Context: an optimization exercise on an open-source flow, tuned for small area. The choices shown serve that exercise and are no tape-out recipe.
No activity file was given, so power comes from the tool's default toggle rates.

Setup of before:
// slot_machine_v2
module slot_machine_v2 (
    input MAX10_CLK1_50,
    input RST,    
    input KEY0,  
    input KEY1,  
    input SW0, SW1, SW2,  
    input SW9,            
    output LEDR0, LEDR1, LEDR2, LEDR3, LEDR4, LEDR5, LEDR6, LEDR7, LEDR8, LEDR9,
    output HEX00, HEX01, HEX02, HEX03, HEX04, HEX05, HEX06,
    output HEX30, HEX31, HEX32, HEX33, HEX34, HEX35, HEX36,
    output HEX40, HEX41, HEX42, HEX43, HEX44, HEX45, HEX46,
    output HEX50, HEX51, HEX52, HEX53, HEX54, HEX55, HEX56,
    output DMR0, DMR1, DMR2, DMR3, DMR4, DMR5, DMR6, DMR7,
    output DMC10, DMC11, DMC12, DMC13, DMC14, DMC15, DMC16, DMC17,
    output DMC00, DMC01, DMC02, DMC03, DMC04, DMC05, DMC06, DMC07
);
Size: roughly 70 I/O pins, about 4300 sq um of cells after synthesis.
export LEC_CHECK = 0
export ABC_AREA = 1
export CAP_MARGIN = 20
export CORE_MARGIN = 2
export CORE_UTILIZATION = 40
export SLEW_MARGIN = 20
create_clock -name core_clock -period 15.0 [get_ports {MAX10_CLK1_50}]
standard.sh (not shown) runs the stock make flow with config.mk's settings and CLKGATE_MAP_FILE= SYNTH_SCRIPT=/design/flow/synth_recipe.tcl, a recipe that flattens the netlist after the stock synthesis.
==> flow/flow/run.sh <==
#!/bin/bash
# Own layout flow: the standard synthesis, then a stronger area re-mapping of the
# combinational logic between the (unchanged) registers, then the standard
# ORFS layout with small port buffers.
set -euo pipefail
WORK=$(pwd)
R=$WORK/orfs/results/$FLOW_PLATFORM/slot_machine_v2/base
YOSYS=${FLOW_HOME}/../tools/install/yosys/bin/yosys
[ -x "$YOSYS" ] || YOSYS=yosys

bash standard.sh synth > "$WORK/log_synth.txt" 2>&1

cp "$R/1_2_yosys.v" "$WORK/std_synth.v"
LIB=$FLOW_HOME/platforms/$FLOW_PLATFORM/lib/sky130_fd_sc_hd__tt_025C_1v80.lib \
IN=$WORK/std_synth.v OUT=$WORK/reopt.v SCRIPT=$WORK/flow/area.abc \
  "$YOSYS" -c "$WORK/flow/reopt.tcl" > "$WORK/log_reopt.txt" 2>&1
cp "$WORK/reopt.v" "$R/1_2_yosys.v"
rm -f "$R/1_synth.odb"

EXTRA=("BUFFER_PORTS_ARGS=-buffer_cell sky130_fd_sc_hd__buf_1")
if [ -f "$WORK/flow/cts_args.txt" ]; then
  EXTRA+=("CTS_ARGS=$(cat "$WORK/flow/cts_args.txt")")
fi
bash standard.sh "${EXTRA[@]}" finish > "$WORK/log_layout.txt" 2>&1
==> flow/flow/cts_args.txt <==
-sink_clustering_enable -repair_clock_nets -dont_use_dummy_load -buf_list {sky130_fd_sc_hd__clkbuf_8 sky130_fd_sc_hd__clkbuf_16} -sink_clustering_size 40 -sink_clustering_max_diameter 300
Other scripts of this flow, unchanged in this note and not shown: flow/flow/area.abc, flow/flow/reopt.tcl
before: PASS, flow complete, no timing, DRC or antenna violations
Inputs modified between before and after:
Settings: CORE_UTILIZATION: 40 -> 70.
==> flow/flow/cts_args.txt <==
-sink_clustering_enable -repair_clock_nets -dont_use_dummy_load
Findings:
before has higher share of total power in sequential cells than after. Lower worst hold slack among before and after: after. Between before and after, the utilization is lower for before. after: source-to-sink clock delay at the later pin of the worst-skew pair higher than before. Clock sink count: after vs before identical. Summary of after over before: number of detailed-route iterations in the first pass rose 4; clock group share of total power about even; area of the core region fell about 44%; relative contribution of combinational cells to total power rose 0.5 points.
No functional check of the RTL was part of any run of this note.

========
slot_machine_v2 again, from the RTL that the note above started with.
clock: 15.0 ns
lec_check: 0
abc_area: 1
cap_margin: 20
core_margin: 2
core_utilization: 40
slew_margin: 20
==> flow/flow/area.abc <==
strash
balance -l
resub -K 6 -l
rewrite -l
resub -K 6 -N 2 -l
refactor -l
resub -K 8 -l
balance -l
resub -K 8 -N 2 -l
rewrite -l
resub -K 10 -l
rewrite -z -l
resub -K 10 -N 2 -l
balance -l
resub -K 12 -l
refactor -z -l
resub -K 12 -N 2 -l
rewrite -z -l
balance -l
balance -l
resub -K 6 -l
rewrite -l
resub -K 6 -N 2 -l
refactor -l
resub -K 8 -l
balance -l
resub -K 8 -N 2 -l
rewrite -l
resub -K 10 -l
rewrite -z -l
resub -K 10 -N 2 -l
balance -l
resub -K 12 -l
refactor -z -l
resub -K 12 -N 2 -l
rewrite -z -l
balance -l
dch -f
amap
==> flow/flow/cts_args.txt <==
-sink_clustering_enable -repair_clock_nets -dont_use_dummy_load
==> flow/flow/reopt.tcl <==
# Re-map the combinational logic of the standard synthesis for area. Registers
# keep their instances, names and cell types.
yosys -import
set lib $::env(LIB)
read_liberty -ignore_miss_func $lib
read_verilog $::env(IN)
hierarchy -top slot_machine_v2
# registers stay cell instances; every other cell is flattened into its function
blackbox sky130_fd_sc_hd__df* sky130_fd_sc_hd__edf* sky130_fd_sc_hd__sdf*
flatten
opt_clean -purge
tee -o $::env(OUT).before.txt stat -liberty $lib
set du {}
foreach c {probe_p_8 probec_p_8 lpflow_bleeder_1 lpflow_clkbufkapwr_1 lpflow_clkbufkapwr_16 lpflow_clkbufkapwr_2 lpflow_clkbufkapwr_4 lpflow_clkbufkapwr_8 lpflow_clkinvkapwr_1 lpflow_clkinvkapwr_16 lpflow_clkinvkapwr_2 lpflow_clkinvkapwr_4 lpflow_clkinvkapwr_8 lpflow_decapkapwr_12 lpflow_decapkapwr_3 lpflow_decapkapwr_4 lpflow_decapkapwr_6 lpflow_decapkapwr_8 lpflow_inputiso0n_1 lpflow_inputiso0p_1 lpflow_inputiso1n_1 lpflow_inputiso1p_1 lpflow_inputisolatch_1 lpflow_isobufsrc_1 lpflow_isobufsrc_16 lpflow_isobufsrc_2 lpflow_isobufsrc_4 lpflow_isobufsrc_8 lpflow_isobufsrckapwr_16 lpflow_lsbuf_lh_hl_isowell_tap_1 lpflow_lsbuf_lh_hl_isowell_tap_2 lpflow_lsbuf_lh_hl_isowell_tap_4 lpflow_lsbuf_lh_isowell_4 lpflow_lsbuf_lh_isowell_tap_1 lpflow_lsbuf_lh_isowell_tap_2 lpflow_lsbuf_lh_isowell_tap_4} {
  lappend du -dont_use sky130_fd_sc_hd__$c
}
abc -liberty $lib {*}$du -script $::env(SCRIPT) slot_machine_v2
opt_clean -purge
read_liberty -lib -overwrite -ignore_miss_func $lib
hilomap -singleton -hicell sky130_fd_sc_hd__conb_1 HI -locell sky130_fd_sc_hd__conb_1 LO
insbuf -buf sky130_fd_sc_hd__buf_1 A X
opt_clean -purge
yosys rename -enumerate -pattern _r%_
tee -o $::env(OUT).after.txt stat -liberty $lib
check -assert
write_verilog -noattr -nohex -nodec $::env(OUT)
Scripts as last shown in full above: flow/flow/run.sh
Change:
==> flow/flow/cts_args.txt (replaced) <==
-sink_clustering_enable -repair_clock_nets -dont_use_dummy_load -buf_list sky130_fd_sc_hd__clkbuf_8 -sink_clustering_size 25
The changed run completed with no timing, DRC or antenna violations.
Global-route usage does not change.
Worst setup slack does not change.
Final cell count does not change.
Register-to-register slack stays flat.
Clock power is about the same.
First-iteration DRC count is unchanged.
Final area stays the same.
Wire length is unchanged.
Fmax stays the same.
Function was not checked in any run of this note: the RTL went through the layout flow alone.

## port drivers added, routing unchanged
The flow's constraints put no driver on any port. The routed layouts listed below were extracted and timed again, unchanged, in two steps. Step 1: set_driving_cell puts a clkbuf_16 on MAX10_CLK1_50 and a buf_2 on each other input, an assumption about the parent block. Step 2 adds t to the input delays and takes it off the output delays; t is the mean of the earliest and latest rising clock arrival at the registers after step 1. Input paths then give back, and output paths get back, about the clock's delay inside the block. Slacks: ideal ports / drivers / drivers and shift; pairs: ideal ports / drivers.
run	t (ns)	setup slack, ns	hold slack, ns	latest minus earliest clock arrival (ns)
before	0.371	6.584 / 6.593 / 6.222	0.420 / 0.420 / 0.420	0.018 / 0.018
after	0.378	6.080 / 6.085 / 5.707	0.417 / 0.417 / 0.417	0.033 / 0.034
the first run of note 2	0.371	6.584 / 6.593 / 6.222	0.420 / 0.420 / 0.420	0.018 / 0.018
the second run of note 2	0.371	6.584 / 6.593 / 6.222	0.420 / 0.420 / 0.420	0.018 / 0.018
After both steps setup and hold are still met in every run listed. The setup slack of after, which loses most, moves by +0.005 ns with the drivers and by -0.373 ns with both steps.
